Background: an optimization exercise with open tools, aiming at a short achievable clock period and few clock cycles. Do not read the settings as production practice.
Only simulation tests tie the RTL to the original design; equivalence was not proved.
Power is estimated from default activity; no workload was simulated.

**design/flow/config.mk**
```make
export PLATFORM = sky130hd
export DESIGN_NAME = black_bean
export DESIGN_NICKNAME = black_bean
export VERILOG_FILES = /design/flow/design.v
export SDC_FILE = /design/flow/constraint.sdc
export NUM_CORES = 4
export LEC_CHECK = 0
export ABC_CLOCK_PERIOD_IN_PS = 1500
export CAP_MARGIN = 20
export CORE_MARGIN = 2
export CORE_UTILIZATION = 40
export SETUP_SLACK_MARGIN = 4
export SLEW_MARGIN = 20
export TNS_END_PERCENT = 100
```
**design/flow/constraint.sdc**
```tcl
create_clock -name core_clock -period 5.5 [get_ports {clk}]
set_input_delay 1.1000 -clock core_clock [delete_from_list [all_inputs] [get_ports {clk}]]
set_output_delay 1.1000 -clock core_clock [all_outputs]
set_load 0.01 [all_outputs]
```
**design/flow/design.v**
```verilog
`timescale 1ns/1ps
module black_bean(
    clk,
    rst_n,
    IO_MEM_R_DATA,
    IO_MEM_W_DATA,
    IO_MEM_ADDR,
    IO_MEM_R_EN,
    IO_MEM_W_EN
);
input clk, rst_n;
input  [7:0] IO_MEM_R_DATA;
output [7:0] IO_MEM_W_DATA;
output [7:0] IO_MEM_ADDR;
output       IO_MEM_R_EN;
output       IO_MEM_W_EN;
reg [7:0] ar, dr0, dr1, dr2, cr;
reg [7:0] ir;
reg       ir_v;      
reg       ir_raw;    
reg [7:0] irxv;
reg [7:0] ir_pcx;    
reg [7:0] ir_pcx1;   
reg       ir_sk;     
reg       ir_jc;     
reg       ir_ih;     
reg [7:0] ir_iv;
reg       ph;        
reg k_s1, k_s2, k_s3, k_s4i, k_s4, k_s5, k_s6b, k_s6, k_s7, k_s8, k_s9, k_sc;
reg k_sz;            
reg k_t1, k_t2, k_t3, k_t4, k_t5, k_t6, k_t7, k_tc;
reg k_halt, k_rdalu, k_is62, k_load, k_wr, k_imm, k_nsk;
reg k_war, k_wpc;    
reg k_ldwr;          
reg k_seq;           
reg k_br;            
reg k_jmp;           
reg k_irx;           
reg k_imma;          
reg k_skp;           
reg k_w3, k_w4, k_w5, k_w6, k_w7;   
reg [7:0] ir_npc;    
reg [7:0] ir2;
reg       ir2_v;
reg [7:0] ir2_a;     
reg       ir2_h;     
reg [7:0] ir2_hv;
reg [7:0] ir2_a1;    
reg [7:0] ir2_a2;    
reg       ir2_sc, ir2_nt, ir2_t2;   
reg [7:0] wa_m1;     
reg       ir2_bad;   
reg [7:0] addr_q, wdata_q;
reg [7:0] fl;        
reg       wen_q;
reg       halted;
assign IO_MEM_R_EN   = 1'b1;
assign IO_MEM_ADDR   = addr_q;
assign IO_MEM_W_DATA = wdata_q;
assign IO_MEM_W_EN   = wen_q;
wire [7:0] rd = IO_MEM_R_DATA;
wire [7:0] fa = addr_q;         
wire [7:0] fa1 = fa + 8'd1;
wire [7:0] fa2 = fa + 8'd2;
wire [7:0] fa_m1 = fl - 8'd1;
wire [7:0] npc  = ir_npc;
wire [7:0] npc1 = npc + 8'd1;
wire [7:0] npc2 = npc + 8'd2;
wire       hit_2 = k_sc ? hit_b : hit_a;
wire [7:0] hv_2  = k_sc ? hv_b : hv_a;
reg  [8:0] sum;
reg        lt, eq, gt;
reg        alu_stale;
reg        c_add, c_cmp, c_jc, c_lt, c_eq, c_gt, c_ge, c_ne, c_le;
wire [7:0] re = ({8{c_add}} & sum[7:0]) |
                ({8{c_cmp}} & (lt ? 8'h3c : eq ? 8'h3d : 8'h3e)) |
                ({8{c_jc}}  & (eq ? ar : ir_pcx));
wire [7:0] ad = {7'd0, c_add & sum[8]};
wire br_take = (c_lt & !lt) | (c_eq & !eq) | (c_gt & !gt) |
               (c_ge & lt)  | (c_ne & eq)  | (c_le & gt);
wire br_hold = !br_take;
wire [7:0] br = br_hold ? ir_pcx : ar;
localparam NIC = 8;
reg  [7:0] ic_op  [0:NIC-1];
reg  [7:0] ic_val [0:NIC-1];
reg  [NIC-1:0] ic_v;
reg  [2:0] ic_rr;               
reg        ins_v;               
reg  [7:0] ins_op, ins_val;
reg        hit_f, hit_a, hit_b;
reg  [7:0] hv_f, hv_a, hv_b;
integer ie;
always @(*) begin
    hit_f = 1'b0; hv_f = 8'h00;
    hit_a = 1'b0; hv_a = 8'h00;
    hit_b = 1'b0; hv_b = 8'h00;
    for (ie = 0; ie < NIC; ie = ie + 1) begin
        if (ic_v[ie] && ic_op[ie] == fl) begin
            hit_f = 1'b1;
            hv_f  = hv_f | ic_val[ie];
        end
        if (ic_v[ie] && ic_op[ie] == ir_pcx) begin
            hit_a = 1'b1;
            hv_a  = hv_a | ic_val[ie];
        end
        if (ic_v[ie] && ic_op[ie] == ir_pcx1) begin
            hit_b = 1'b1;
            hv_b  = hv_b | ic_val[ie];
        end
    end
end
wire [7:0] imm = ir_ih ? ir_iv : rd;
wire [7:0] v = ({8{k_s1 }} & ir)         |
               ({8{k_s2 }} & ir_pcx)     |
               ({8{k_s3 }} & ar)         |
               ({8{k_s4i}} & (dr0 + 8'd1)) |
               ({8{k_s4 }} & dr0)        |
               ({8{k_s5 }} & dr1)        |
               ({8{k_s6b}} & br)         |
               ({8{k_s6 }} & cr)         |
               ({8{k_s7 }} & dr2)        |
               ({8{k_s8 }} & re)         |
               ({8{k_s9 }} & ad)         |
               ({8{k_sc }} & ir_iv);
wire [7:0] wv = k_sz ? 8'h00 : v;    
wire live   = !halted && !ph && ir_v && !ir_raw;
wire stall  = alu_stale && k_rdalu;
wire go     = live && !stall;
wire go_b   = go && k_ldwr;                     
wire br_j   = k_br && br_take;
wire a_jump = go && (k_jmp || br_j);
wire a_irx  = go && k_irx;
wire a_imm  = go && k_imma;                     
wire a_skp  = go && k_skp;                      
wire a_seq  = go && k_seq && !br_j;
wire a_dec  = !halted && !ph && ir_v && ir_raw;   
wire b_ld   = ph && !wen_q;
wire b_wr   = ph && wen_q;
wire b_jump = b_ld && k_t2;
wire b_irx  = b_ld && k_t1;
wire b_next = ph && !b_jump && !b_irx;
wire i2_ok  = ir2_v && !(b_wr && ir2_bad);
wire bubble  = !halted && !ph && !ir_v;
wire fetch   = bubble || a_seq;
wire xfer    = b_next && i2_ok;
wire refetch = b_next && !i2_ok;
wire f_sc  = (rd[7:4] == 4'hc);
wire f_tr  = (rd[3:0] != 4'h0) && (rd[3] == 1'b0);
wire f_sk  = f_sc && (!f_tr || hit_f);
wire f_jc  = f_sc && (rd[3:0] == 4'h2) && hit_f;
wire x_sk  = ir2_sc && (ir2_nt || ir2_h);
wire x_jc  = ir2_sc && ir2_t2 && ir2_h;
wire [7:0] ir2_nx = x_jc ? ir2_hv : x_sk ? ir2_a2 : ir2_a1;
wire w_cdd   = go && (k_w4 || k_w5 || k_w6);
wire [7:0] ar_next = (go && k_w3) ? v : ar;      
wire p_take  = fetch && !w_cdd && !alu_stale && (rd == 8'h62) && br_take;
wire cr_imm = go && k_w6 && k_sc;
wire cr_ld  = b_ld && k_t6;
wire cr_reg = go && k_w6 && !k_sc;
wire [7:0] crn = cr_imm ? imm : cr_ld ? rd : cr;
wire [7:0] nb = xfer ? ir2 : a_dec ? irxv : rd;
wire       nh = xfer ? ir2_h : a_dec ? 1'b0 : hit_f;
wire       nsk = xfer ? x_sk : a_dec ? 1'b0 : f_sk;
wire [3:0] ns = nb[7:4];
wire [3:0] nt = nb[3:0];
wire       ntr = (nt != 4'h0) && (nt[3] == 1'b0);
wire       njc = xfer ? x_jc : a_dec ? 1'b0 : (f_jc || p_take);
wire       n_ldwr = ((ns == 4'hd) && ntr) || (nt == 4'hc) || (nt == 4'hd);
wire       n_imm = (ns == 4'hc) && ntr && !nh;
wire       n_nsk = (ns == 4'hc) && !nsk;
wire       n_jmp = (nt == 4'h2) && !n_ldwr && !(ns == 4'h6) && !njc;
wire hold   = halted || (!ph && ir_v && (ir_raw || stall || k_halt));
wire s_fpt  = fetch && p_take;
wire s_fjc  = fetch && f_jc;
wire s_fsk  = fetch && f_sk && !f_jc;
wire s_f1   = fetch && !f_sk && !p_take;
wire s_npc  = a_irx || b_irx || a_imm || a_skp;
wire [7:0] addr_n = ({8{go_b && k_war}}     & ar)      |
                    ({8{go_b && k_wpc}}     & ir_pcx)  |
                    ({8{xfer}}              & ir2_nx)  |
                    ({8{a_jump && k_sc}}    & imm)     |
                    ({8{a_jump && !k_sc}}   & v)       |
                    ({8{b_jump}}            & rd)      |
                    ({8{s_npc}}             & npc)     |
                    ({8{refetch}}           & ir2_a)   |
                    ({8{s_fpt}}             & ar_next) |
                    ({8{s_fjc}}             & hv_f)    |
                    ({8{s_fsk}}             & fa2)     |
                    ({8{s_f1}}              & fa1)     |
                    ({8{hold}}              & fa);
always @(posedge clk) begin
    sum <= {1'b0, dr0} + {1'b0, dr1};
    lt  <= dr0 < dr1;
    eq  <= dr0 == dr1;
    gt  <= dr0 > dr1;
    c_add <= crn == 8'h11;
    c_cmp <= crn == 8'h01;
    c_jc  <= crn == 8'h10;
    c_lt  <= crn == 8'h01;
    c_eq  <= crn == 8'h02;
    c_gt  <= crn == 8'h03;
    c_ge  <= crn == 8'h04;
    c_ne  <= crn == 8'h05;
    c_le  <= crn == 8'h06;
    ins_op  <= fa_m1;
    ins_val <= rd;
    if (ins_v) begin
        ic_op[ic_rr]  <= ins_op;
        ic_val[ic_rr] <= ins_val;
    end
    if (b_wr) begin
        for (ie = 0; ie < NIC; ie = ie + 1)
            if (ic_op[ie] == wa_m1) ic_val[ie] <= wdata_q;
    end
    ir2    <= rd;
    ir2_a  <= npc;
    ir2_a1 <= npc1;
    ir2_v  <= !k_nsk;
    ir2_h  <= hit_2;
    ir2_hv <= hv_2;
    ir2_a2 <= npc2;
    ir2_sc <= f_sc;
    ir2_nt <= !f_tr;
    ir2_t2 <= (rd[3:0] == 4'h2);
    wdata_q <= wv;
    wa_m1  <= k_wpc ? ir_pcx - 8'd1 : ar - 8'd1;
    ir2_bad <= k_wpc ? (ir_pcx == npc || (hit_2 && ir_pcx == npc1))
                     : (ar == npc || (hit_2 && ar == npc1));
    irxv <= (b_irx || k_imm) ? rd : v;
    if (fetch || xfer || a_dec) begin
        ir     <= nb;
        ir_raw <= 1'b0;
        if (!a_dec) begin
            ir_pcx  <= xfer ? ir2_a1 : fa1;
            ir_pcx1 <= xfer ? ir2_a2 : fa2;
            ir_sk   <= nsk;
            ir_jc   <= xfer ? x_jc : (f_jc || p_take);
            ir_ih   <= nh;
            ir_iv   <= xfer ? ir2_hv : hv_f;
        end
        k_s1  <= ns == 4'h1;
        k_s2  <= ns == 4'h2;
        k_s3  <= ns == 4'h3;
        k_s4i <= ns == 4'h4 && nt == 4'h4;
        k_s4  <= ns == 4'h4 && nt != 4'h4;
        k_s5  <= ns == 4'h5;
        k_s6b <= ns == 4'h6 && nt == 4'h2;
        k_s6  <= ns == 4'h6 && nt != 4'h2;
        k_s7  <= ns == 4'h7;
        k_s8  <= ns == 4'h8;
        k_s9  <= ns == 4'h9;
        k_sc  <= ns == 4'hc;
        k_sz  <= ns == 4'hc || ns == 4'hd || ns == 4'he;
        k_t1  <= nt == 4'h1;
        k_t2  <= nt == 4'h2;
        k_t3  <= nt == 4'h3;
        k_t4  <= nt == 4'h4;
        k_t5  <= nt == 4'h5;
        k_t6  <= nt == 4'h6;
        k_t7  <= nt == 4'h7;
        k_tc  <= nt == 4'hc;
        k_halt  <= nb == 8'h00;
        k_rdalu <= ns == 4'h8 || ns == 4'h9 || (ns == 4'h6 && nt == 4'h2);
        k_is62  <= ns == 4'h6 && nt == 4'h2;
        k_load  <= ns == 4'hd && ntr;
        k_wr    <= nt == 4'hc || nt == 4'hd;
        k_imm   <= ns == 4'hc && ntr && !nh;
        k_nsk   <= ns == 4'hc && !nsk;
        k_war   <= (ns == 4'hd && ntr) ||
                   ((nt == 4'hd) && (ns != 4'hc));
        k_wpc   <= (nt == 4'hc) || ((nt == 4'hd) && (ns == 4'hc));
        k_ldwr  <= n_ldwr;
        k_seq   <= !n_ldwr && !(nb == 8'h00) && !(nt == 4'h1) && !n_imm &&
                   !n_nsk && !n_jmp;
        k_br    <= (ns == 4'h6) && (nt == 4'h2) && !njc;
        k_jmp   <= n_jmp;
        k_irx   <= (nt == 4'h1) && !n_ldwr;
        k_imma  <= n_imm && (nt != 4'h1) && (nt != 4'h2);
        k_skp   <= n_nsk && !n_imm && (nt != 4'h1) && !n_ldwr;
        k_w3    <= (nt == 4'h3) && !n_ldwr;
        k_w4    <= (nt == 4'h4) && !n_ldwr;
        k_w5    <= (nt == 4'h5) && !n_ldwr;
        k_w6    <= (nt == 4'h6) && !n_ldwr;
        k_w7    <= (nt == 4'h7) && !n_ldwr;
        ir_npc  <= a_dec ? ((ns == 4'hc) ? ir_pcx1 : ir_pcx) :
                   xfer  ? ((ns == 4'hc) ? ir2_a2 : ir2_a1) :
                           ((ns == 4'hc) ? fa2 : fa1);
    end
    if (a_irx || b_irx) begin
        ir_raw  <= 1'b1;
        ir_pcx  <= npc;
        ir_pcx1 <= npc1;
        ir_npc  <= npc;      
        ir_sk   <= 1'b0;
        ir_jc   <= 1'b0;
        ir_ih   <= 1'b0;
    end
end
always @(posedge clk) begin
    if (!rst_n) begin
        ar <= 8'h00; dr0 <= 8'h00; dr1 <= 8'h00; dr2 <= 8'h00; cr <= 8'h00;
        ir_v    <= 1'b0;
        ph      <= 1'b0;
        addr_q  <= 8'h00;
        fl      <= 8'h01;
        wen_q   <= 1'b0;
        halted  <= 1'b0;
        alu_stale <= 1'b1;
        ic_v    <= {NIC{1'b0}};
        ic_rr   <= 3'd0;
        ins_v   <= 1'b0;
    end else begin
        if (go && !k_imm) begin
            if (k_w3) ar  <= v;
            if (k_w4) dr0 <= v;
            if (k_w5) dr1 <= v;
            if (k_w6) cr  <= v;
            if (k_w7) dr2 <= v;
        end
        if (go && k_imm) begin
            if (k_w3) ar  <= rd;
            if (k_w4) dr0 <= rd;
            if (k_w5) dr1 <= rd;
            if (k_w6) cr  <= rd;
            if (k_w7) dr2 <= rd;
        end
        if (b_ld) begin
            if (k_t3) ar  <= rd;
            if (k_t4) dr0 <= rd;
            if (k_t5) dr1 <= rd;
            if (k_t6) cr  <= rd;
            if (k_t7) dr2 <= rd;
        end
        alu_stale <= (go && (k_w4 || k_w5 || cr_reg)) || (b_ld && (k_t4 || k_t5));
        if (live && k_halt)
            halted <= 1'b1;
        ins_v <= live && k_imm;
        if (ins_v) begin
            ic_v[ic_rr] <= 1'b1;
            ic_rr       <= ic_rr + 3'd1;
        end
        addr_q <= addr_n;
        fl     <= addr_n;
        wen_q  <= go_b && k_wr;
        ph     <= go_b;
        if (fetch || xfer || a_dec || a_irx || b_irx)
            ir_v <= 1'b1;
        if (a_jump || b_jump || a_imm || a_skp || refetch)
            ir_v <= 1'b0;
    end
end
endmodule
```
**design/flow/run.sh**
```bash
#!/bin/bash
# synth_recipe.tcl (not shown) runs the flow's synth.tcl, then flattens the netlist and writes it again
# the make line also repeats each setting of config.mk as NAME=value (left out here)
make -C /OpenROAD-flow-scripts/flow DESIGN_CONFIG=/design/flow/config.mk WORK_HOME=/design/flow/orfs CLKGATE_MAP_FILE= SYNTH_SCRIPT=/design/flow/synth_recipe.tcl finish
```
==> flow_summary.yaml, run 1 <==
run_status:
  status: "finished clean"
critical_path:
  reg2reg_depth: 13
  path_class: "reg2reg"
  r2r_start: "ir_raw"
  cp-start-kind: "register"
  path_max_fanout: 5
  worstPathRequired_ps: 5840
  r2r_end: "ir_npc[0]"
  cp-end-kind: "register"
  crit_arrival_ps: 3240
  r2r_slack_ps: 2600
sta:
  worstMarginPinSlew_ps: 944
  report.final.slew_viol_count: 0
  post-route-period-util_pct: 52.6
  clock_skew_ps: 19.8
  rsz0062_at_grt: "true"
  holdWs_ps: 471
  fmax_mhz: 345
  period_minus_slack_ps: 2900
  finalHoldViolations: 0
  slew_headroom_pct: 37.1
  fin_ws_ps: 2600
  setup_violations: 0
  setup_tns_ps: 0
clock_tree:
  insertion_delay_ps: 590
  cts_hold_buf: 0
  cts.clk_slew.worst_paths_ps: 70
  numCtsBuffers: 44
  cts_max_level: 2
  cts_buffer_depth: 3
  cts_sinks: 372
  cts_root_buffer: "clkbuf_16"
  cts_tree: "built"
cells_and_area:
  final_cell_mix: "buf_4, xnor2_1, edfxtp_1, buf_6, nor2_1"
  diodes: 0
  nNetsFinal: 2691
  multi_input_area_sq_um: 14400
  drive_above_1_share_pct: 46.7
  seqCellArea_sq_um: 9670
  final_common_cell: "buf_4"
  final_cells: 3384
  design_area_sq_um: 33100
  area_growth_pct: 52.2
  n_fill_cell: 3942
  reg_top3: "ic_op x64, ic_val x64, sum x9"
  postLayoutCoreUtil_pct: 61.5
worst_hold_path:
  worstHoldEndpoint: "ir2_v"
  worstHoldStart: "k_nsk"
  hold_path.class: "reg2reg"
  hold_depth: 1
detailed_routing:
  drt-pass1-iter-count: 12
  totalWireLength_mm: 102
  vias_per_cell: 6.44
  routedWlPerCell_um: 30.1
  remaining_drc_errors: 0
  vias: 21800
  antenna_left: 0
  drt_iter0_drc: 3250
global_routing:
  grt_pass1_wl_mm: 137
  gr-total-overflow: 0
  grt_max_degree: 44
  grt_pass1_vias: 20300
  track_usage_pct: 33.1
  antenna_found_initial: 1
yosys:
  synth_xor_area_share_pct: 13.4
  ys.flop_type: "edfxtp_1"
  postSynthCellCount: 2196
  syn_avg_cell_area_sq_um: 9.90
  syn_nets: 2235
  netlist_area_sq_um: 21700
  synthSimpleGateAreaFrac_pct: 13.8
  ys_warn_count: 1
  ys_seq_area_share_pct: 43.8
  synthMuxAreaShare_pct: 8.22
  ys_ff_latch: 372
  synth_top_family_by_area: "compound AO/OA/AOI/OAI gates"
  synthAdderAreaFrac_pct: 1.70
  synth-edff-count: 207
  yosysUniqueCellTypes: 86
  async_reset_ff_share_pct: 0
  synth_compound_area_share_pct: 14.4
place:
  dp_worst_setup_slack_ps: 1260
  dp_hpwl_mm: 57.1
  dp_cells: 2768
  port_buffers: 26
  placed_area_sq_um: 23400
  gp_congestion: 0.962
floorplan:
  initial_core_util_pct: 40.4
  core_sq_um: 53800
  fp.dieH_um: 237
  fp.dieW_um: 237
  rows: 85
  die_area_sq_um: 56200
  io_pins: 28
power_and_ir_drop:
  power_mw: 18.2
  ir_worst_vdd_v: 0.000480
  power.leakage_nw: 12.5
  powerDensity_nw_per_um2: 549
flow_run:
  drv_cap: 0
repair_timing:
action / 4_1_cts / 5_1_grt
setup endpoints to repair: 501 / 458
cloned: 13 / 7
pin swaps: 160 / 154
buffers inserted: 385 / 129
resized for setup: 599 / 288
cells in the mapped netlist (8+ instances only):
master | instances | area, sq um
a211oi_1 | 19 | 143
a21oi_1 | 102 | 510
a221oi_1 | 22 | 193
a222oi_1 | 19 | 190
a22o_1 | 24 | 210
a22oi_1 | 75 | 563
a31oi_1 | 19 | 119
and3_1 | 17 | 106
buf_1 | 22 | 82.6
buf_2 | 27 | 135
buf_4 | 20 | 150
clkbuf_1 | 105 | 394
dfxtp_1 | 165 | 3300
edfxtp_1 | 207 | 6220
ha_1 | 28 | 350
inv_1 | 47 | 176
mux2_2 | 87 | 980
mux2i_1 | 75 | 751
nand2_1 | 155 | 582
nand2b_1 | 18 | 113
nand3_1 | 57 | 285
nand4_1 | 46 | 288
nor2_1 | 174 | 653
nor2b_1 | 12 | 75.1
nor3_1 | 40 | 200
nor3_2 | 9 | 90.1
nor4_1 | 17 | 106
nor4_2 | 8 | 100
o211ai_1 | 8 | 60.1
o21ai_0 | 91 | 455
o21bai_1 | 9 | 67.6
or3_1 | 12 | 75.1
xnor2_1 | 235 | 2060
xor2_1 | 98 | 858
worst max-delay path by stage:
stage,from,to
after floorplan,IO_MEM_R_DATA[4],ir_npc[7]
final,ir_raw,ir_npc[0]
after CTS,ph,k_seq
after global placement,IO_MEM_R_DATA[5],ir_npc[6]
after global routing,ph,ir_npc[0]
after detailed placement,IO_MEM_R_DATA[5],ir_npc[6]
area by class of cell:
class	instances	share of cell area (%)
multi-input combinational	1597	43.6
sequential	372	29.2
timing repair buffer	584	19.1
clock buffer	68	4.26
tap	696	2.63
inverter	50	0.760
clock inverter	14	0.408
timing repair inverter	3	0.0681
power by group:
group          total (mW)  switching (mW)  internal, mW
combinational        9.78            5.05          4.73
clock                3.13            1.26          1.87
sequential           5.25            1.33          3.93
total                18.2            7.64          10.5
layer usage:
metal | global-route usage, % | vias up | wire length (um) | share of wire [%]
met5 | 0 | - | 0 | 0
met4 | 17.2 | 0 | 7770 | 7.6
met1 | 43.8 | 10500 | 37100 | 36
met3 | 7.58 | 549 | 13200 | 13
met2 | 50.6 | 1841 | 43700 | 43
li1 | - | 8905 | - | -
critical path, cell delays in order (launching register included):
cell	delay, ps
dfxtp_4	370
nor4bb_4	390
buf_4	200
buf_6	100
buf_6	100
nand3_4	90
a21oi_4	180
a31oi_4	60
nor2_4	350
buf_12	170
buf_6	110
xor2_1	200
nor2_1	60
o31a_1	270
logic make-up (layout without fill, tap and decap cells):
| kind of cell | after synthesis | after routing |
|---|---|---|
| and+or+nand+nor | 603 | 609 |
| xor gates and xnor gates | 333 | 333 |
| buffers and inverters | 233 | 719 |
| other | 1 | 1 |
| adders and majority gates | 29 | 29 |
| AOI/OAI and AO/OA | 460 | 460 |
| muxes | 165 | 165 |
| DFF | 372 | 372 |
Testbench counts, summed over its fixed seeds: cycles 272,325.
==> run 2: changes to the inputs <==
--- a/design/flow/design.v
+++ b/design/flow/design.v
@@ -151,9 +151,9 @@
 wire x_sk  = ir2_sc && (ir2_nt || ir2_h);
 wire x_jc  = ir2_sc && ir2_t2 && ir2_h;
 wire [7:0] ir2_nx = x_jc ? ir2_hv : x_sk ? ir2_a2 : ir2_a1;
-wire w_cdd   = go && (k_w4 || k_w5 || k_w6);
+wire w_cdd   = live && (k_w4 || k_w5 || k_w6);
 wire [7:0] ar_next = (go && k_w3) ? v : ar;      
-wire p_take  = fetch && !w_cdd && !alu_stale && (rd == 8'h62) && br_take;
+wire p_take  = !w_cdd && !alu_stale && (rd == 8'h62) && br_take;
 wire cr_imm = go && k_w6 && k_sc;
 wire cr_ld  = b_ld && k_t6;
 wire cr_reg = go && k_w6 && !k_sc;
==> run 2 against run 1 <==
Net effect: die area grew 0.82%; critical path depth shrank 1; count of clock-buffer cells in the layout shrank 8; non-clock buffer count grew 23; combinational power is essentially flat; sequential power shrank 1%; maximum frequency shrank 0.77%; hold slack lost 76 ps; register-to-register slack lost 20 ps; still clean; sequential share of layout area shrank 0.27 points; highest routed layer unchanged.
==> flow_summary.yaml, run 2 <==
run_status:
  status: "finished clean"
critical_path:
  path_max_fanout: 3
  cp-end-kind: "register"
  crit_arrival_ps: 3410
  cp-start-kind: "register"
  path_class: "reg2reg"
  worstPathRequired_ps: 5990
  reg2reg_depth: 12
sta:
  report.final.slew_viol_count: 0
  worstMarginPinSlew_ps: 931
  setup_tns_ps: 0
  rsz0062_at_grt: "true"
  slew_headroom_pct: 37.8
  clock_skew_ps: 33.3
  period_minus_slack_ps: 2920
  fmax_mhz: 343
  post-route-period-util_pct: 53.1
  finalHoldViolations: 0
  setup_violations: 0
floorplan:
  rows: 85
  initial_core_util_pct: 40.6
  io_pins: 28
  die_area_sq_um: 56700
  fp.dieH_um: 238
  fp.dieW_um: 238
  core_sq_um: 54000
power_and_ir_drop:
  power.leakage_nw: 12.7
  powerDensity_nw_per_um2: 549
  ir_worst_vdd_v: 0.000393
worst_hold_path:
  hold_path.class: "reg2reg"
  hold_depth: 1
yosys:
  yosys-top-cells-count: "xnor2_1, edfxtp_1, dfxtp_1"
  yosysUniqueCellTypes: 90
  yosysMostFrequentCell: "xnor2_1"
  synth_top_cell_by_area: "edfxtp_1"
  syn_nets: 2241
  netlist_area_sq_um: 21900
  syn_avg_cell_area_sq_um: 9.96
  ys_warn_count: 1
  synth-edff-count: 207
  postSynthCellCount: 2202
  ys_ff_latch: 372
  ys_seq_area_share_pct: 43.4
  ys.flop_type: "edfxtp_1"
  synth_top_area_share_pct: 28.4
  async_reset_ff_share_pct: 0
  synth_area_leaders: "edfxtp_1, dfxtp_1, xnor2_1, mux2_2, mux2i_1"
cells_and_area:
  final_cell_mix: "buf_4, xnor2_1, buf_6, edfxtp_1, dfxtp_1"
  final_common_cell: "buf_4"
  nNetsFinal: 2706
  drive_above_1_share_pct: 48.1
  reg_top3: "ic_op x64, ic_val x64, sum x9"
  final_cells: 3398
  area_growth_pct: 52.3
clock_tree:
  cts.clk_slew.worst_paths_ps: 60
  cts_root_buffer: "clkbuf_16"
  cts_sinks: 372
  cts_buffer_depth: 3
  cts_tree: "built"
  cts_max_level: 2
  numCtsBuffers: 43
  insertion_delay_ps: 610
global_routing:
  track_usage_pct: 33.9
  grt_max_degree: 42
  grt.busiest_layer: "met2"
  grt_use_met3_pct: 10.5
  gr-total-overflow: 0
  grt_pass1_wl_mm: 141
  use_met2_pct: 51.4
  grt_pass1_vias: 20700
  antenna_found_initial: 0
  met1_usage_pct: 43.8
detailed_routing:
  drt_iter0_drc: 3780
  totalWireLength_mm: 103
  vias_per_cell: 6.52
  drt-pass1-iter-count: 9
  routedWlPerCell_um: 30.4
  remaining_drc_errors: 0
  antenna_left: 0
  vias: 22100
place:
  port_buffers: 26
  gp_congestion: 0.982
  dp_cells: 2760
  dp_hpwl_mm: 57.5
flow_run:
  drv_cap: 0
==> run 2: kinds of logic after synthesis <==
family,synth area share (%)
and+or+nand+nor,13.7
AOI/OAI and AO/OA,14.1
adders and majority gates,1.69
other,0.0171
buffers and inverters,5.30
xor gates and xnor gates,13.4
DFF,43.4
muxes,8.36
==> run 2: where the power goes <==
part	switching (mW)	internal (mW)	total [mW]	leakage [nW]
sequential	1.27	3.91	5.18	3.38
combinational	5.13	5.02	10.1	8.61
clock	1.27	1.72	2.99	0.696
==> run 2: area by class of cell <==
type,count,area [sq um]
Fill cell,3891,20600
Multi-Input combinational cell,1580,14600
Sequential cell,372,9670
Timing Repair Buffer,607,6530
Clock buffer,60,1230
Tap cell,696,871
Inverter,59,288
Clock inverter,19,200
Timing Repair inverter,4,33.8
Antenna cell,1,2.50
==> run 2: per-layer routing <==
metal  vias up  share of wire [%]
li1       8969                  -
met3       661                 14
met4         0                8.6
met5         -                  0
met1     10500                 35
met2      2003                 42
==> run 2: final timing paths <==
check              start    end  slack (ps)
setup reg to reg  ir_raw  k_s6b        2580
hold reg to reg    k_nsk  ir2_v         390
hold / removal     k_nsk  ir2_v         390
setup / recovery  ir_raw  k_s6b        2580
==> run 2: metrics by stage <==
| stage | cell area (sq um) | hold slack, ps | power, mW | util, % | setup slack [ps] |
|---|---|---|---|---|---|
| CTS | 31200 | 400 | 16.5 | 57.8 | 2730 |
| finish | 33400 | 395 | 18.3 | 61.8 | 2580 |
| floorplan | 23800 | 346 | 8.58 | - | 2510 |
| global placement | 23500 | 390 | 10.2 | 43.5 | 1560 |
| global route | 33400 | 426 | 18.6 | 61.8 | 2540 |
| detailed placement | 23500 | 393 | 10.2 | 43.5 | 1520 |
==> run 2: critical path, cell delays in order (launching register included) <==
cell	delay [ps]
dfxtp_4	360
nor4bb_4	270
buf_4	180
buf_6	120
buf_6	100
mux2_4	310
mux2i_4	190
buf_4	150
buf_6	120
nand4_1	290
or3_4	510
buf_4	160
inv_2	40
==> run 2: repair_timing <==
action / in CTS / in global routing
resized for setup: 665 / 271
pin swaps: 180 / 120
hold buffers: 0 / 0
cloned: 19 / 2
endpoints found under the hold margin: 0 / 0
buffers inserted: 409 / 127
endpoints found under the setup margin: 501 / 444
Testbench counts of run 2, summed over its fixed seeds: cycles 272,325.
==> run 3: changes to the inputs <==
--- a/design/flow/design.v
+++ b/design/flow/design.v
@@ -66,6 +66,7 @@
 wire [7:0] npc  = ir_npc;
 wire [7:0] npc1 = npc + 8'd1;
 wire [7:0] npc2 = npc + 8'd2;
+wire [7:0] ar_m1 = ar - 8'd1;
 wire       hit_2 = k_sc ? hit_b : hit_a;
 wire [7:0] hv_2  = k_sc ? hv_b : hv_a;
 reg  [8:0] sum;
@@ -223,9 +224,8 @@
     ir2_nt <= !f_tr;
     ir2_t2 <= (rd[3:0] == 4'h2);
     wdata_q <= wv;
-    wa_m1  <= k_wpc ? ir_pcx - 8'd1 : ar - 8'd1;
-    ir2_bad <= k_wpc ? (ir_pcx == npc || (hit_2 && ir_pcx == npc1))
-                     : (ar == npc || (hit_2 && ar == npc1));
+    wa_m1  <= k_wpc ? ir_pcx - 8'd1 : ar_m1;
+    ir2_bad <= k_wpc ? !k_sc : (ar == npc || (hit_2 && ar_m1 == npc));
     irxv <= (b_irx || k_imm) ? rd : v;
     if (fetch || xfer || a_dec) begin
         ir     <= nb;
==> run 3 against run 2 <==
Net effect: global-route usage is 0.29 points lower; total power down 4.0%; clock skew down 2.7 ps; register-to-register slack worse by 50 ps; first-iteration DRC count down 18%; core utilization down 1.8 points; via count decreased by 3.7%; hold slack improved by 15 ps; clock power barely moved.
==> flow_summary.yaml, run 3 <==
floorplan:
  core_sq_um: 53800
  io_pins: 28
  rows: 85
  fp.dieH_um: 237
  fp.dieW_um: 237
  die_area_sq_um: 56300
  initial_core_util_pct: 40.5
place:
  dp_hpwl_mm: 58.0
  placed_area_sq_um: 23400
  dp_worst_setup_slack_ps: 1470
  gp_congestion: 0.957
  port_buffers: 26
  dp_cells: 2755
yosys:
  netlist_area_sq_um: 21800
  yosysUniqueCellTypes: 90
  yosys-top-cells-count: "xnor2_1, edfxtp_1, nor2_1"
  ys_warn_count: 1
  synth_top_cell_by_area: "edfxtp_1"
  syn_avg_cell_area_sq_um: 9.93
  ys_ff_latch: 372
  ys.flop_type: "edfxtp_1"
  syn_nets: 2235
  async_reset_ff_share_pct: 0
  yosysMostFrequentCell: "xnor2_1"
  synth_area_leaders: "edfxtp_1, dfxtp_1, xnor2_1, mux2_2, nor2_1"
  synth-edff-count: 207
  synth_top_area_share_pct: 28.5
  postSynthCellCount: 2194
  ys_seq_area_share_pct: 43.7
worst_hold_path:
  worstHoldEndpoint: "ir2_v"
  hold_depth: 1
  hold_path.class: "reg2reg"
  worstHoldStart: "k_nsk"
critical_path:
  worstPathRequired_ps: 5920
  path_cells: "or3_4 -> a21o_4 -> mux2i_4 -> inv_4 -> buf_4 -> buf_6 -> nand4_1 -> or2_4 -> a21oi_4 -> nor3_4 -> nor4_2"
  reg2reg_depth: 11
  path_delay_family: "simple AND/OR/NAND/NOR gates"
  r2r_start: "k_t2"
  crit_slowest_cell: "edfxtp_1"
  worst-path-buf-inv: 3
  cp-end-kind: "register"
  crit_arrival_ps: 3390
  cp-start-kind: "register"
  path_max_fanout: 5
  critPathMaxStageDelay_ps: 430
  path_class: "reg2reg"
  r2r_end: "k_seq"
  r2r_slack_ps: 2530
cells_and_area:
  nNetsFinal: 2646
  final_cell_mix: "buf_4, xnor2_1, edfxtp_1, buf_6, nor2_1"
  area_growth_pct: 48.4
  diodes: 0
  reg_top3: "ic_op x64, ic_val x64, sum x9"
  postLayoutCoreUtil_pct: 60.0
  drive_above_1_share_pct: 46.7
  final_common_cell: "buf_4"
  final_cells: 3335
  design_area_sq_um: 32300
global_routing:
  gr-total-overflow: 0
  grt_max_degree: 44
  antenna_found_initial: 2
  track_usage_pct: 33.6
  grt_pass1_vias: 20100
  grt_pass1_wl_mm: 139
clock_tree:
  numCtsBuffers: 43
  cts_sinks: 372
  cts_hold_buf: 0
  cts_buffer_depth: 3
  cts.clk_slew.worst_paths_ps: 70
  insertion_delay_ps: 600
  cts_root_buffer: "clkbuf_16"
  cts_max_level: 2
  cts_tree: "built"
sta:
  setup_violations: 0
  clock_skew_ps: 30.6
  report.final.slew_viol_count: 0
  rsz0062_at_grt: "true"
  period_minus_slack_ps: 2970
  post-route-period-util_pct: 54.0
  worstMarginPinSlew_ps: 724
  setup_tns_ps: 0
  finalHoldViolations: 0
  slew_headroom_pct: 51.6
  fmax_mhz: 337
  fin_ws_ps: 2530
detailed_routing:
  totalWireLength_mm: 100
  vias: 21300
  routedWlPerCell_um: 30.1
  drt-pass1-iter-count: 10
  antenna_left: 0
  vias_per_cell: 6.39
  remaining_drc_errors: 0
  drt_iter0_drc: 3102
power_and_ir_drop:
  power.leakage_nw: 12.2
  powerDensity_nw_per_um2: 544
  ir_worst_vdd_v: 0.000387
flow_run:
  drv_cap: 0
run_status:
  status: "finished clean"
## run 3: cell count changes after synthesis, moves of 10 or more
cell / previous run / this run
clkbuf_2: 20 / 6
a21oi_1: 79 / 96
buf_2: 26 / 14
inv_1: 59 / 49
clkbuf_1: 112 / 132
nor2_1: 156 / 190
a31oi_1: 30 / 19
nand2_1: 159 / 131
a222oi_1: 21 / 8
## run 3: worst max path at each step
stage / from / endpoint / cells past startpoint
final: k_t2 / k_seq / 11
after global routing: k_t2 / k_seq / 11
after CTS: ph / ir_npc[7] / 9
after detailed placement: IO_MEM_R_DATA[2] / k_seq / 9
after global placement: IO_MEM_R_DATA[1] / k_seq / 9
after floorplan: IO_MEM_R_DATA[5] / ir_npc[3] / 5
## run 3: final cells by class
| cell class | count | area, sq um |
|---|---|---|
| tap | 696 | 871 |
| inverter | 52 | 254 |
| clock buffer | 59 | 1230 |
| clock inverter | 20 | 199 |
| timing repair buffer | 545 | 5600 |
| fill | 4187 | 21500 |
| multi-input combinational | 1591 | 14500 |
| sequential | 372 | 9670 |
## run 3: logic make-up after synthesis
group / count (synthesis) / share of synthesized area, %
xor gates and xnor gates: 319 / 12.8
muxes: 175 / 9.04
buffers and inverters: 246 / 4.75
other: 1 / 0.0172
and+or+nand+nor: 601 / 13.5
adders and majority gates: 31 / 1.82
DFF: 372 / 43.7
AOI/OAI and AO/OA: 449 / 14.3
## run 3: what timing repair did
action | CTS | global route
pin swaps | 150 | 149
gates cloned | 17 | 4
setup endpoints to repair | 502 | 449
resized for setup | 617 | 253
setup buffers | 365 | 115
## run 3: power breakdown
group	switching, mW	internal [mW]	total [mW]
Clock	1.28	1.71	3.00
Combinational	4.89	4.52	9.41
Sequential	1.25	3.92	5.17
Total	7.43	10.2	17.6
## run 3: metrics by stage
step	hold WS [ps]	total power [mW]
3_5_place_dp	383	10.4
2_1_floorplan	346	8.70
4_1_cts	404	16.2
3_3_place_gp	382	10.3
5_1_grt	421	18.0
6_report	410	17.6
## run 3: metal layers
metal	share of wire, %	track usage [%]
met2	43	51.3
met3	12	8.44
met1	38	45.1
met5	0.024	0
met4	6.2	15.2
Testbench counts of run 3, summed over its fixed seeds: cycles 272,325.
==> run 4: changes to the inputs <==
--- a/design/flow/design.v
+++ b/design/flow/design.v
@@ -159,17 +159,73 @@
 wire cr_ld  = b_ld && k_t6;
 wire cr_reg = go && k_w6 && !k_sc;
 wire [7:0] crn = cr_imm ? imm : cr_ld ? rd : cr;
-wire [7:0] nb = xfer ? ir2 : a_dec ? irxv : rd;
-wire       nh = xfer ? ir2_h : a_dec ? 1'b0 : hit_f;
-wire       nsk = xfer ? x_sk : a_dec ? 1'b0 : f_sk;
-wire [3:0] ns = nb[7:4];
-wire [3:0] nt = nb[3:0];
-wire       ntr = (nt != 4'h0) && (nt[3] == 1'b0);
-wire       njc = xfer ? x_jc : a_dec ? 1'b0 : (f_jc || p_take);
-wire       n_ldwr = ((ns == 4'hd) && ntr) || (nt == 4'hc) || (nt == 4'hd);
-wire       n_imm = (ns == 4'hc) && ntr && !nh;
-wire       n_nsk = (ns == 4'hc) && !nsk;
-wire       n_jmp = (nt == 4'h2) && !n_ldwr && !(ns == 4'h6) && !njc;
+function [41:0] kdec(input [7:0] x, input h, input sk, input jc);
+    reg [3:0] xs, xt;
+    reg tr, ldwr, imm, nsk, jmp;
+    begin
+        xs = x[7:4];
+        xt = x[3:0];
+        tr   = (xt != 4'h0) && (xt[3] == 1'b0);
+        ldwr = ((xs == 4'hd) && tr) || (xt == 4'hc) || (xt == 4'hd);
+        imm  = (xs == 4'hc) && tr && !h;
+        nsk  = (xs == 4'hc) && !sk;
+        jmp  = (xt == 4'h2) && !ldwr && !(xs == 4'h6) && !jc;
+        kdec = {
+            xs == 4'h1,                                   
+            xs == 4'h2,                                   
+            xs == 4'h3,                                   
+            xs == 4'h4 && xt == 4'h4,                     
+            xs == 4'h4 && xt != 4'h4,                     
+            xs == 4'h5,                                   
+            xs == 4'h6 && xt == 4'h2,                     
+            xs == 4'h6 && xt != 4'h2,                     
+            xs == 4'h7,                                   
+            xs == 4'h8,                                   
+            xs == 4'h9,                                   
+            xs == 4'hc,                                   
+            xs == 4'hc || xs == 4'hd || xs == 4'he,       
+            xt == 4'h1,                                   
+            xt == 4'h2,                                   
+            xt == 4'h3,                                   
+            xt == 4'h4,                                   
+            xt == 4'h5,                                   
+            xt == 4'h6,                                   
+            xt == 4'h7,                                   
+            xt == 4'hc,                                   
+            x == 8'h00,                                   
+            xs == 4'h8 || xs == 4'h9 || (xs == 4'h6 && xt == 4'h2),  
+            xs == 4'h6 && xt == 4'h2,                     
+            xs == 4'hd && tr,                             
+            xt == 4'hc || xt == 4'hd,                     
+            imm,                                          
+            nsk,                                          
+            (xs == 4'hd && tr) || ((xt == 4'hd) && (xs != 4'hc)),  
+            (xt == 4'hc) || ((xt == 4'hd) && (xs == 4'hc)),       
+            ldwr,                                         
+            !ldwr && !(x == 8'h00) && !(xt == 4'h1) && !imm && !nsk && !jmp,  
+            (xs == 4'h6) && (xt == 4'h2) && !jc,          
+            jmp,                                          
+            (xt == 4'h1) && !ldwr,                        
+            imm && (xt != 4'h1) && (xt != 4'h2),          
+            nsk && !imm && (xt != 4'h1) && !ldwr,         
+            (xt == 4'h3) && !ldwr,                        
+            (xt == 4'h4) && !ldwr,                        
+            (xt == 4'h5) && !ldwr,                        
+            (xt == 4'h6) && !ldwr,                        
+            (xt == 4'h7) && !ldwr                         
+        };
+    end
+endfunction
+wire [41:0] kd_f = kdec(rd, hit_f, f_sk, f_jc || p_take);
+wire [41:0] kd_x = kdec(ir2, ir2_h, x_sk, x_jc);
+wire [41:0] kd_a = kdec(irxv, 1'b0, 1'b0, 1'b0);
+wire [41:0] kd   = xfer ? kd_x : a_dec ? kd_a : kd_f;
+wire [7:0]  nb   = xfer ? ir2 : a_dec ? irxv : rd;
+wire        nsk  = xfer ? x_sk : a_dec ? 1'b0 : f_sk;
+wire        nh   = xfer ? ir2_h : a_dec ? 1'b0 : hit_f;
+wire [7:0]  npc_n = xfer  ? (ir2_sc ? ir2_a2 : ir2_a1) :
+                    a_dec ? ((irxv[7:4] == 4'hc) ? ir_pcx1 : ir_pcx) :
+                            (f_sc ? fa2 : fa1);
 wire hold   = halted || (!ph && ir_v && (ir_raw || stall || k_halt));
 wire s_fpt  = fetch && p_take;
 wire s_fjc  = fetch && f_jc;
@@ -238,53 +294,12 @@
             ir_ih   <= nh;
             ir_iv   <= xfer ? ir2_hv : hv_f;
         end
-        k_s1  <= ns == 4'h1;
-        k_s2  <= ns == 4'h2;
-        k_s3  <= ns == 4'h3;
-        k_s4i <= ns == 4'h4 && nt == 4'h4;
-        k_s4  <= ns == 4'h4 && nt != 4'h4;
-        k_s5  <= ns == 4'h5;
-        k_s6b <= ns == 4'h6 && nt == 4'h2;
-        k_s6  <= ns == 4'h6 && nt != 4'h2;
-        k_s7  <= ns == 4'h7;
-        k_s8  <= ns == 4'h8;
-        k_s9  <= ns == 4'h9;
-        k_sc  <= ns == 4'hc;
-        k_sz  <= ns == 4'hc || ns == 4'hd || ns == 4'he;
-        k_t1  <= nt == 4'h1;
-        k_t2  <= nt == 4'h2;
-        k_t3  <= nt == 4'h3;
-        k_t4  <= nt == 4'h4;
-        k_t5  <= nt == 4'h5;
-        k_t6  <= nt == 4'h6;
-        k_t7  <= nt == 4'h7;
-        k_tc  <= nt == 4'hc;
-        k_halt  <= nb == 8'h00;
-        k_rdalu <= ns == 4'h8 || ns == 4'h9 || (ns == 4'h6 && nt == 4'h2);
-        k_is62  <= ns == 4'h6 && nt == 4'h2;
-        k_load  <= ns == 4'hd && ntr;
-        k_wr    <= nt == 4'hc || nt == 4'hd;
-        k_imm   <= ns == 4'hc && ntr && !nh;
-        k_nsk   <= ns == 4'hc && !nsk;
-        k_war   <= (ns == 4'hd && ntr) ||
-                   ((nt == 4'hd) && (ns != 4'hc));
-        k_wpc   <= (nt == 4'hc) || ((nt == 4'hd) && (ns == 4'hc));
-        k_ldwr  <= n_ldwr;
-        k_seq   <= !n_ldwr && !(nb == 8'h00) && !(nt == 4'h1) && !n_imm &&
-                   !n_nsk && !n_jmp;
-        k_br    <= (ns == 4'h6) && (nt == 4'h2) && !njc;
-        k_jmp   <= n_jmp;
-        k_irx   <= (nt == 4'h1) && !n_ldwr;
-        k_imma  <= n_imm && (nt != 4'h1) && (nt != 4'h2);
-        k_skp   <= n_nsk && !n_imm && (nt != 4'h1) && !n_ldwr;
-        k_w3    <= (nt == 4'h3) && !n_ldwr;
-        k_w4    <= (nt == 4'h4) && !n_ldwr;
-        k_w5    <= (nt == 4'h5) && !n_ldwr;
-        k_w6    <= (nt == 4'h6) && !n_ldwr;
-        k_w7    <= (nt == 4'h7) && !n_ldwr;
-        ir_npc  <= a_dec ? ((ns == 4'hc) ? ir_pcx1 : ir_pcx) :
-                   xfer  ? ((ns == 4'hc) ? ir2_a2 : ir2_a1) :
-                           ((ns == 4'hc) ? fa2 : fa1);
+        {k_s1, k_s2, k_s3, k_s4i, k_s4, k_s5, k_s6b, k_s6, k_s7, k_s8, k_s9,
+         k_sc, k_sz, k_t1, k_t2, k_t3, k_t4, k_t5, k_t6, k_t7, k_tc,
+         k_halt, k_rdalu, k_is62, k_load, k_wr, k_imm, k_nsk, k_war, k_wpc,
+         k_ldwr, k_seq, k_br, k_jmp, k_irx, k_imma, k_skp,
+         k_w3, k_w4, k_w5, k_w6, k_w7} <= kd;
+        ir_npc  <= npc_n;
     end
     if (a_irx || b_irx) begin
         ir_raw  <= 1'b1;
==> run 4 against run 3 <==
Net effect: critical path depth rose by 2; hold slack improved by 74 ps; core utilization rose by 0.57 points; clock skew fell by 2.4 ps; via count rose by 11%; synthesized area rose by 3.8%; count of clock-buffer cells in the layout rose by 4; design area rose by 5.4%; clock power fell by 1%; routed wire length rose by 11%; still clean on timing, DRC and antenna; cell count rose by 7.0%; sequential cell count did not move.
==> flow_summary.yaml, run 4 <==
run_status:
  status: "finished clean"
detailed_routing:
  drt-pass1-iter-count: 9
  routedWlPerCell_um: 31.1
  totalWireLength_mm: 111
  remaining_drc_errors: 0
  vias: 23700
  drt_iter0_drc: 4020
  vias_per_cell: 6.63
  antenna_left: 0
yosys:
  syn_avg_cell_area_sq_um: 9.51
  synth_top_cell_by_area: "edfxtp_1"
  postSynthCellCount: 2377
  yosys-top-cells-count: "xnor2_1, edfxtp_1, nor2_1"
  yosysUniqueCellTypes: 91
  syn_nets: 2417
  ys_ff_latch: 372
  synth_area_leaders: "edfxtp_1, dfxtp_1, xnor2_1, mux2_2, nor2_1"
  yosysMostFrequentCell: "xnor2_1"
  ys_seq_area_share_pct: 42.1
  synth_top_area_share_pct: 27.5
  synth-edff-count: 207
  async_reset_ff_share_pct: 0
  netlist_area_sq_um: 22600
  ys_warn_count: 1
  ys.flop_type: "edfxtp_1"
global_routing:
  gr-total-overflow: 0
  grt_pass1_vias: 22300
  grt_pass1_wl_mm: 152
  grt_max_degree: 49
  track_usage_pct: 34.9
  antenna_found_initial: 0
critical_path:
  critPathMaxStageDelay_ps: 580
  r2r_slack_ps: 2700
  endpoint: "addr_q[5]"
  path_cells: "buf_12 -> buf_6 -> buf_6 -> xnor2_2 -> nand4_1 -> buf_6 -> nor3_4 -> or4_4 -> nor3_4 -> buf_6 -> or4b_4 -> o21ai_4 -> a32o_1"
  cp-end-kind: "register"
  crit_slowest_cell: "or4b_4"
  path_class: "reg2reg"
  worstPathRequired_ps: 6020
  reg2reg_depth: 13
  crit_arrival_ps: 3320
  cp_common_cell: "buf_6"
  path_max_fanout: 5
  r2r_start: "addr_q[2]"
  r2r_end: "addr_q[5]"
  cp-start-kind: "register"
  startpoint: "addr_q[2]"
cells_and_area:
  reg_top3: "ic_op x64, ic_val x64, sum x9"
  design_area_sq_um: 34000
  n_fill_cell: 4312
  final_common_cell: "buf_4"
  final_cell_mix: "buf_4, xnor2_1, edfxtp_1, buf_6, nor2_1"
  drive_above_1_share_pct: 46.2
  nNetsFinal: 2822
  area_growth_pct: 50.6
  diodes: 0
  postLayoutCoreUtil_pct: 60.6
sta:
  post-route-period-util_pct: 51.0
  finalHoldViolations: 0
  fmax_mhz: 357
  clock_skew_ps: 28.2
  setup_violations: 0
  period_minus_slack_ps: 2800
  setup_tns_ps: 0
  report.final.slew_viol_count: 0
  worstMarginPinSlew_ps: 930
  slew_headroom_pct: 38.0
  rsz0062_at_grt: "true"
clock_tree:
  cts_hold_buf: 0
  numCtsBuffers: 43
  cts_root_buffer: "clkbuf_16"
  cts_buffer_depth: 3
  cts_sinks: 372
  cts.clk_slew.worst_paths_ps: 70
  cts_max_level: 2
  cts_tree: "built"
  insertion_delay_ps: 590
flow_run:
  drv_cap: 0
place:
  port_buffers: 26
  placed_area_sq_um: 24200
  dp_hpwl_mm: 62.8
  gp_congestion: 0.967
floorplan:
  initial_core_util_pct: 40.2
  core_sq_um: 56200
  io_pins: 28
  fp.dieH_um: 242
  fp.dieW_um: 242
  rows: 87
  die_area_sq_um: 58400
power_and_ir_drop:
  power.leakage_nw: 12.8
  power_mw: 17.7
  ir_worst_vdd_v: 0.000302
  powerDensity_nw_per_um2: 521
worst_hold_path:
  hold_path.class: "reg2reg"
-- run 4: cell count changes after synthesis, sizes merged, moves of 11 or more --
cell and change:
a21oi +11, xnor2 -12, nand2 +53, nor2 +13
nor4 +11, xor2 +15, a31oi +18, nand3 +18
-- run 4: kinds of logic after synthesis --
kind of cell,share of synthesized area [%]
xor+xnor,12.5
fa+ha+maj,1.69
simple gates,15.9
other cells,0.0166
flops,42.1
compound gates,15.3
mux,7.65
buf+inv,4.83
-- run 4: how the worst min path moves through the flow --
stage / cells past startpoint / to / start
4_1_cts: 1 / ir2_v / k_nsk
5_1_grt: 1 / ir2_v / k_nsk
2_1_floorplan: 0 / ir2_a[4] / ir_npc[4]
6_report: 1 / ir2_v / k_nsk
3_3_place_gp: 1 / ir2_v / k_nsk
3_5_place_dp: 1 / ir2_v / k_nsk
-- run 4: per-layer routing --
layer	track usage (%)	wire length [um]	part of all wire [%]	vias to the layer above
met5	0	0	0	-
met4	23.8	10500	9.5	0
met3	9.91	14800	13	788
met2	53.2	47000	42	2068
met1	42.8	38700	35	11300
li1	-	-	-	9506
-- run 4: per-stage QoR --
step                      hold slack (ps)  worst slack [ps]  cells
final                                 484              2700   3570
after global routing                  492              2670   3570
after detailed placement              414              1370   2982
after CTS                             428              2770   3449
after global placement                425              1440   2982
after floorplan                       346              2540   2377
-- run 4: repair_timing --
| item | CTS | global route |
|---|---|---|
| cloned | 24 | 5 |
| endpoints found under the setup margin | 498 | 452 |
| resized for setup | 727 | 281 |
| setup buffers | 366 | 116 |
| pin swaps | 200 | 157 |
-- run 4: area by class of cell --
cell class	count	area (sq um)	area share (%)
Multi-Input combinational cell	1749	15500	45.5
Clock inverter	14	128	0.375
Clock buffer	63	1270	3.74
Timing Repair inverter	8	85.1	0.250
Sequential cell	372	9700	28.5
Timing Repair Buffer	560	6150	18.1
Tap cell	756	946	2.78
Inverter	48	278	0.816
-- run 4: where the power goes --
group	internal, mW	switching, mW
Clock	1.70	1.26
Combinational	4.51	5.03
Sequential	3.90	1.33
-- run 4: critical path: cells and delay by family, from the launching register on --
| kind | cells | cell delay (ps) |
|---|---|---|
| and+or+nand+nor | 5 | 1310 |
| AOI/OAI and AO/OA | 2 | 290 |
| xor gates and xnor gates | 1 | 110 |
| buffers and inverters | 5 | 660 |
| DFF | 1 | 370 |
Testbench counts of run 4, summed over its fixed seeds: cycles 272,325.
==> run 5: changes to the inputs <==
--- a/design/flow/config.mk
+++ b/design/flow/config.mk
@@ -9,6 +9,6 @@
 export CAP_MARGIN = 20
 export CORE_MARGIN = 2
 export CORE_UTILIZATION = 40
-export SETUP_SLACK_MARGIN = 4
+export SETUP_SLACK_MARGIN = 5
 export SLEW_MARGIN = 20
 export TNS_END_PERCENT = 100
==> run 5 against run 4 <==
Net effect: total power is 1.8% higher; design area is 2.7% higher; core utilization is 1.7 points higher; sequential power is 2% lower; register-to-register slack better by 90 ps; maximum frequency is 3.3% higher; first-iteration DRC count is 22% lower; critical path depth is 4 lower; global-route usage is 0.27 points higher; setup slack better by 89 ps; combinational power is 2% higher; still clean.
==> flow_summary.yaml, run 5 <==
yosys:
  yosysUniqueCellTypes: 91
  syn_avg_cell_area_sq_um: 9.51
  ys_ff_latch: 372
  synthSimpleGateAreaFrac_pct: 15.9
  ys_warn_count: 1
  synthMuxAreaShare_pct: 7.65
  syn_nets: 2417
  ys.flop_type: "edfxtp_1"
  synth_top_family_by_area: "simple AND/OR/NAND/NOR gates"
  synthAdderAreaFrac_pct: 1.69
  yosys-top-cells-count: "xnor2_1, edfxtp_1, nor2_1"
  synth-edff-count: 207
  synth_xor_area_share_pct: 12.5
  postSynthCellCount: 2377
  netlist_area_sq_um: 22600
  synth_compound_area_share_pct: 15.3
  synth_top_cell_by_area: "edfxtp_1"
  yosysMostFrequentCell: "xnor2_1"
  async_reset_ff_share_pct: 0
  synth_area_leaders: "edfxtp_1, dfxtp_1, xnor2_1, mux2_2, nor2_1"
  ys_seq_area_share_pct: 42.1
  synth_top_area_share_pct: 27.5
sta:
  fmax_mhz: 368
  report.final.slew_viol_count: 0
  clock_skew_ps: 24.7
  finalHoldViolations: 0
  setup_tns_ps: 0
  fin_ws_ps: 2780
  slew_headroom_pct: 36.3
  post-route-period-util_pct: 49.4
  rsz0062_at_grt: "true"
  setup_violations: 0
  period_minus_slack_ps: 2720
  holdWs_ps: 432
  worstMarginPinSlew_ps: 953
floorplan:
  die_area_sq_um: 58400
  initial_core_util_pct: 40.2
  core_sq_um: 56200
  rows: 87
  fp.dieH_um: 242
  io_pins: 28
  fp.dieW_um: 242
critical_path:
  cp-end-kind: "register"
  reg2reg_depth: 9
  r2r_slack_ps: 2780
  path_class: "reg2reg"
  startpoint: "addr_q[2]"
  r2r_start: "addr_q[2]"
  worstPathRequired_ps: 5940
  r2r_end: "k_imma"
  crit_arrival_ps: 3150
  cp-start-kind: "register"
  path_max_fanout: 5
worst_hold_path:
  hold_path.class: "reg2reg"
  hold_depth: 1
  worstHoldEndpoint: "ir2_v"
  worstHoldStart: "k_nsk"
detailed_routing:
  vias_per_cell: 6.50
  routedWlPerCell_um: 30.2
  vias: 23500
  remaining_drc_errors: 0
  drt_iter0_drc: 3130
  antenna_left: 0
  drt-pass1-iter-count: 8
  totalWireLength_mm: 109
place:
  port_buffers: 26
  gp_congestion: 0.951
  dp_worst_setup_slack_ps: 1500
  dp_hpwl_mm: 63.5
power_and_ir_drop:
  power.leakage_nw: 13.1
  ir_worst_vdd_v: 0.000348
  powerDensity_nw_per_um2: 516
  power_mw: 18.0
global_routing:
  track_usage_pct: 35.2
  grt_pass1_vias: 22100
  gr-total-overflow: 0
  antenna_found_initial: 3
  grt_pass1_wl_mm: 153
  grt_max_degree: 33
clock_tree:
  cts_tree: "built"
  cts.clk_slew.worst_paths_ps: 70
  insertion_delay_ps: 600
  cts_sinks: 372
  cts_max_level: 2
  numCtsBuffers: 44
  cts_root_buffer: "clkbuf_16"
  cts_hold_buf: 0
  cts_buffer_depth: 3
cells_and_area:
  n_fill_cell: 4270
  final_common_cell: "buf_4"
  nNetsFinal: 2857
  final_cell_mix: "buf_4, xnor2_1, edfxtp_1, buf_6, nor2_1"
  area_growth_pct: 54.8
  reg_top3: "ic_op x64, ic_val x64, sum x9"
  drive_above_1_share_pct: 48.5
flow_run:
  drv_cap: 0
run_status:
  status: "finished clean"
## run 5: logic make-up (layout without fill, tap and decap cells)
group | Yosys count | in the layout
AND/OR/NAND/NOR | 735 | 737
multiplexers | 161 | 161
buffers and inverters | 257 | 730
AO/OA/AOI/OAI | 499 | 500
adder cells (fa/ha/maj) | 30 | 30
XOR/XNOR | 322 | 322
other | 1 | 5
flip-flops | 372 | 372
## run 5: area by class of cell
cell class                      count  area, sq um  area share, %
Antenna cell                        4         10.0         0.0286
Clock buffer                       55         1230           3.51
Clock inverter                     27          333          0.952
Inverter                           48          299          0.855
Multi-Input combinational cell   1751        15800           45.2
Sequential cell                   372         9740           27.8
Tap cell                          756          946           2.70
Timing Repair Buffer              595         6530           18.7
Timing Repair inverter              5         83.8          0.240
## run 5: worst max-delay path by stage
stage,depth (start not counted),to,slack (ps)
6_report,9,k_imma,2780
5_1_grt,9,k_imma,2770
4_1_cts,9,k_imma,2830
3_5_place_dp,9,addr_q[2],1500
3_3_place_gp,9,addr_q[2],1510
2_1_floorplan,9,fl[0],2540
## run 5: critical path, stage by stage, from the launching register on
cell and delay (ps):
dfxtp_4 440, buf_12 160, xor2_2 140, nor4_2 70, and3_4 200, or4_4 580, nor3_4 310, nand2_2 110
o32a_1 370, o22ai_2 150
## run 5: report_power, final
group / internal [mW] / total (mW) / leakage (nW) / switching [mW]
clock network: 1.91 / 3.22 / 0.746 / 1.30
logic: 4.66 / 9.71 / 8.97 / 5.04
registers: 3.91 / 5.13 / 3.40 / 1.21
## run 5: routing by layer
layer / up-vias / part of all wire (%) / GRT usage (%)
li1: 9600 / - / -
met1: 11400 / 38 / 45.9
met2: 1908 / 43 / 53.3
met3: 580 / 12 / 8.41
met4: 2 / 7.2 / 20.0
met5: - / 0.012 / 0
## run 5: what timing repair did
action                                  CTS  global route
endpoints found under the setup margin  595           596
buffers inserted                        370           151
gates cloned                             15             4
resized for setup                       737           253
pin swaps                               224           130
## run 5: per-stage QoR
stage / utilization [%] / area [sq um] / instances
2_1_floorplan: - / 25100 / 2377
4_1_cts: 57.8 / 32400 / 3454
5_1_grt: 62.2 / 35000 / 3609
6_report: 62.3 / 35000 / 3613
3_3_place_gp: 44.0 / 24700 / 2987
3_5_place_dp: 44.0 / 24700 / 2987
==> run 6: changes to the inputs <==
--- a/design/flow/config.mk
+++ b/design/flow/config.mk
@@ -5,7 +5,7 @@
 export SDC_FILE = /design/flow/constraint.sdc
 export NUM_CORES = 4
 export LEC_CHECK = 0
-export ABC_CLOCK_PERIOD_IN_PS = 1500
+export ABC_CLOCK_PERIOD_IN_PS = 1000
 export CAP_MARGIN = 20
 export CORE_MARGIN = 2
 export CORE_UTILIZATION = 40
==> run 6 against run 5 <==
Net effect: global-route usage unchanged; sequential share of layout area unchanged; register-to-register slack about the same; first-iteration DRC count unchanged; hold slack did not move; total power unchanged; clock skew unchanged; synthesized area did not move; combinational power about the same; sequential power barely moved; core utilization unchanged; largest power group unchanged; highest routed layer unchanged.
==> flow_summary.yaml, run 6 <==
run_status:
  status: "finished clean"
floorplan:
  initial_core_util_pct: 40.2
  rows: 87
  fp.dieW_um: 242
  io_pins: 28
  die_area_sq_um: 58400
  fp.dieH_um: 242
  core_sq_um: 56200
yosys:
  yosysMostFrequentCell: "xnor2_1"
  synthMuxAreaShare_pct: 7.65
  postSynthCellCount: 2377
  synth_area_leaders: "edfxtp_1, dfxtp_1, xnor2_1, mux2_2, nor2_1"
  synthSimpleGateAreaFrac_pct: 15.9
  synth_top_area_share_pct: 27.5
  synth_compound_area_share_pct: 15.3
  ys_seq_area_share_pct: 42.1
  synth-edff-count: 207
  synthAdderAreaFrac_pct: 1.69
  ys_warn_count: 1
  synth_top_family_by_area: "simple AND/OR/NAND/NOR gates"
  syn_avg_cell_area_sq_um: 9.51
  yosysUniqueCellTypes: 91
  async_reset_ff_share_pct: 0
  netlist_area_sq_um: 22600
  ys_ff_latch: 372
  syn_nets: 2417
  synth_xor_area_share_pct: 12.5
  yosys-top-cells-count: "xnor2_1, edfxtp_1, nor2_1"
  ys.flop_type: "edfxtp_1"
  synth_top_cell_by_area: "edfxtp_1"
worst_hold_path:
  worstHoldEndpoint: "ir2_v"
  worstHoldStart: "k_nsk"
  hold_depth: 1
  hold_path.class: "reg2reg"
detailed_routing:
  drt-pass1-iter-count: 8
  antenna_left: 0
  remaining_drc_errors: 0
  vias: 23500
  drt_iter0_drc: 3130
  routedWlPerCell_um: 30.2
  totalWireLength_mm: 109
  vias_per_cell: 6.50
power_and_ir_drop:
  clkPwrFrac_pct: 17.8
  power.leakage_nw: 13.1
  p_switching_mw: 7.56
  ir_worst_vdd_v: 0.000348
  powerDensity_nw_per_um2: 516
  p_seq_share_pct: 28.4
  combPwrFrac_pct: 53.8
  switching_share_pct: 41.9
  internal_power_mw: 10.5
sta:
  finalHoldViolations: 0
  setup_violations: 0
  slew_headroom_pct: 36.3
  worstMarginPinSlew_ps: 953
  post-route-period-util_pct: 49.4
  rsz0062_at_grt: "true"
  holdWs_ps: 432
  setup_tns_ps: 0
  period_minus_slack_ps: 2720
  report.final.slew_viol_count: 0
  fmax_mhz: 368
  clock_skew_ps: 24.7
critical_path:
  cp-end-kind: "register"
  r2r_end: "k_imma"
  path_class: "reg2reg"
  worstPathRequired_ps: 5940
  r2r_start: "addr_q[2]"
  path_max_fanout: 5
  reg2reg_depth: 9
  r2r_slack_ps: 2780
  cp-start-kind: "register"
  crit_arrival_ps: 3150
global_routing:
  antenna_found_initial: 3
  gr-total-overflow: 0
  grt_pass1_wl_mm: 153
  track_usage_pct: 35.2
  use_met2_pct: 53.3
  grt_max_degree: 33
  grt_pass1_vias: 22100
  met1_usage_pct: 45.9
  grt_use_met3_pct: 8.41
  grt.busiest_layer: "met2"
cells_and_area:
  nNetsFinal: 2857
  area_growth_pct: 54.8
  reg_top3: "ic_op x64, ic_val x64, sum x9"
  final_common_cell: "buf_4"
  n_fill_cell: 4270
  final_cell_mix: "buf_4, xnor2_1, edfxtp_1, buf_6, nor2_1"
  drive_above_1_share_pct: 48.5
clock_tree:
  cts_buffer_depth: 3
  cts_tree: "built"
  cts_max_level: 2
  cts_root_buffer: "clkbuf_16"
  cts.clk_slew.worst_paths_ps: 70
  insertion_delay_ps: 600
  numCtsBuffers: 44
  cts_sinks: 372
place:
  gp_congestion: 0.951
  dp_hpwl_mm: 63.5
  port_buffers: 26
flow_run:
  drv_cap: 0
==> run 6: power by group through the flow <==
stage	Sequential, mW	Clock (mW)	Combinational, mW
after global placement	5.63	0	4.85
after detailed placement	5.63	0	4.91
final	5.13	3.22	9.71
after global routing	5.14	3.33	9.99
after floorplan	4.33	0	4.51
after CTS	5.04	3.23	8.18
==> run 6: critical path: stages, from the launching register on <==
cell and delay [ps]:
dfxtp_4 440, buf_12 160, xor2_2 140, nor4_2 70, and3_4 200, or4_4 580, nor3_4 310, nand2_2 110
o32a_1 370, o22ai_2 150
==> run 6: worst max path at each step <==
stage / from / to / slack (ps) / depth (start not counted)
finish: addr_q[2] / k_imma / 2780 / 9
global route: addr_q[4] / k_imma / 2770 / 9
CTS: addr_q[2] / k_imma / 2830 / 9
detailed placement: IO_MEM_R_DATA[1] / addr_q[2] / 1500 / 9
global placement: IO_MEM_R_DATA[1] / addr_q[2] / 1510 / 9
floorplan: IO_MEM_R_DATA[4] / fl[0] / 2540 / 9
==> run 6: timing repair <==
item	in CTS	in global routing
hold buffers	0	0
cloned	15	4
buffers inserted	370	151
resized for setup	737	253
pin swaps	224	130
setup endpoints to repair	595	596
==> run 6: kinds of logic (layout without fill, tap and decap cells) <==
group                    count (synthesis)  after routing
AND/OR/NAND/NOR                        735            737
AO/OA/AOI/OAI                          499            500
flip-flops                             372            372
XOR/XNOR                               322            322
buffers and inverters                  257            730
multiplexers                           161            161
adder cells (fa/ha/maj)                 30             30
other                                    1              5
==> run 6: layout make-up <==
type	instances	area, sq um	area share (%)
repair buffers	595	6530	18.7
clock inverters	27	333	0.952
clock buffers	55	1230	3.51
flip-flops and latches	372	9740	27.8
multi-input cells	1751	15800	45.2
repair inverters	5	83.8	0.240
well taps	756	946	2.70
inverters	48	299	0.855
diodes	4	10.0	0.0286
==> run 6: layer usage <==
layer  wire (um)  part of all wire [%]
met2       47000                    43
met5          13                 0.012
met3       13300                    12
met1       41000                    38
met4        7920                   7.2
==> run 6: metrics by stage <==
stage          cell area, sq um  setup slack [ps]  utilization, %  cells  power, mW
2_1_floorplan             25100              2540               -   2377       8.84
3_3_place_gp              24700              1510            44.0   2987       10.5
3_5_place_dp              24700              1500            44.0   2987       10.5
4_1_cts                   32400              2830            57.8   3454       16.4
5_1_grt                   35000              2770            62.2   3609       18.5
6_report                  35000              2780            62.3   3613       18.0

## port drivers added, routing unchanged
How much do the figures lean on ideal ports? The routed layouts below were timed once more, with nothing changed but the port constraints. Step 1, drivers: a clkbuf_16 drives clk and a buf_2 each remaining input, both assumed. Step 2, shift: input delay + t, output delay - t, t = (earliest + latest rising clock arrival at the registers) / 2. This alone moves slack from input paths to output paths. Three values: ideal ports, drivers, drivers and shift; two values: the first two.
run | shift t [ns] | setup slack, ns | latest minus earliest clock arrival (ns)
run 1 | 0.646 | 2.604 / 2.604 / 2.223 | 0.019 / 0.020
run 2 | 0.653 | 2.582 / 2.582 / 2.096 | 0.037 / 0.038
run 3 | 0.649 | 2.530 / 2.530 / 2.189 | 0.031 / 0.031
run 4 | 0.643 | 2.696 / 2.696 / 2.140 | 0.029 / 0.029
run 5 | 0.655 | 2.784 / 2.784 / 2.273 | 0.025 / 0.024
run 6 | 0.655 | 2.784 / 2.784 / 2.273 | 0.025 / 0.024
After both steps every run listed still meets setup and hold. For run 4, which loses most, drivers alone change the setup slack by 0.000 ns; drivers and shift together by -0.556 ns.
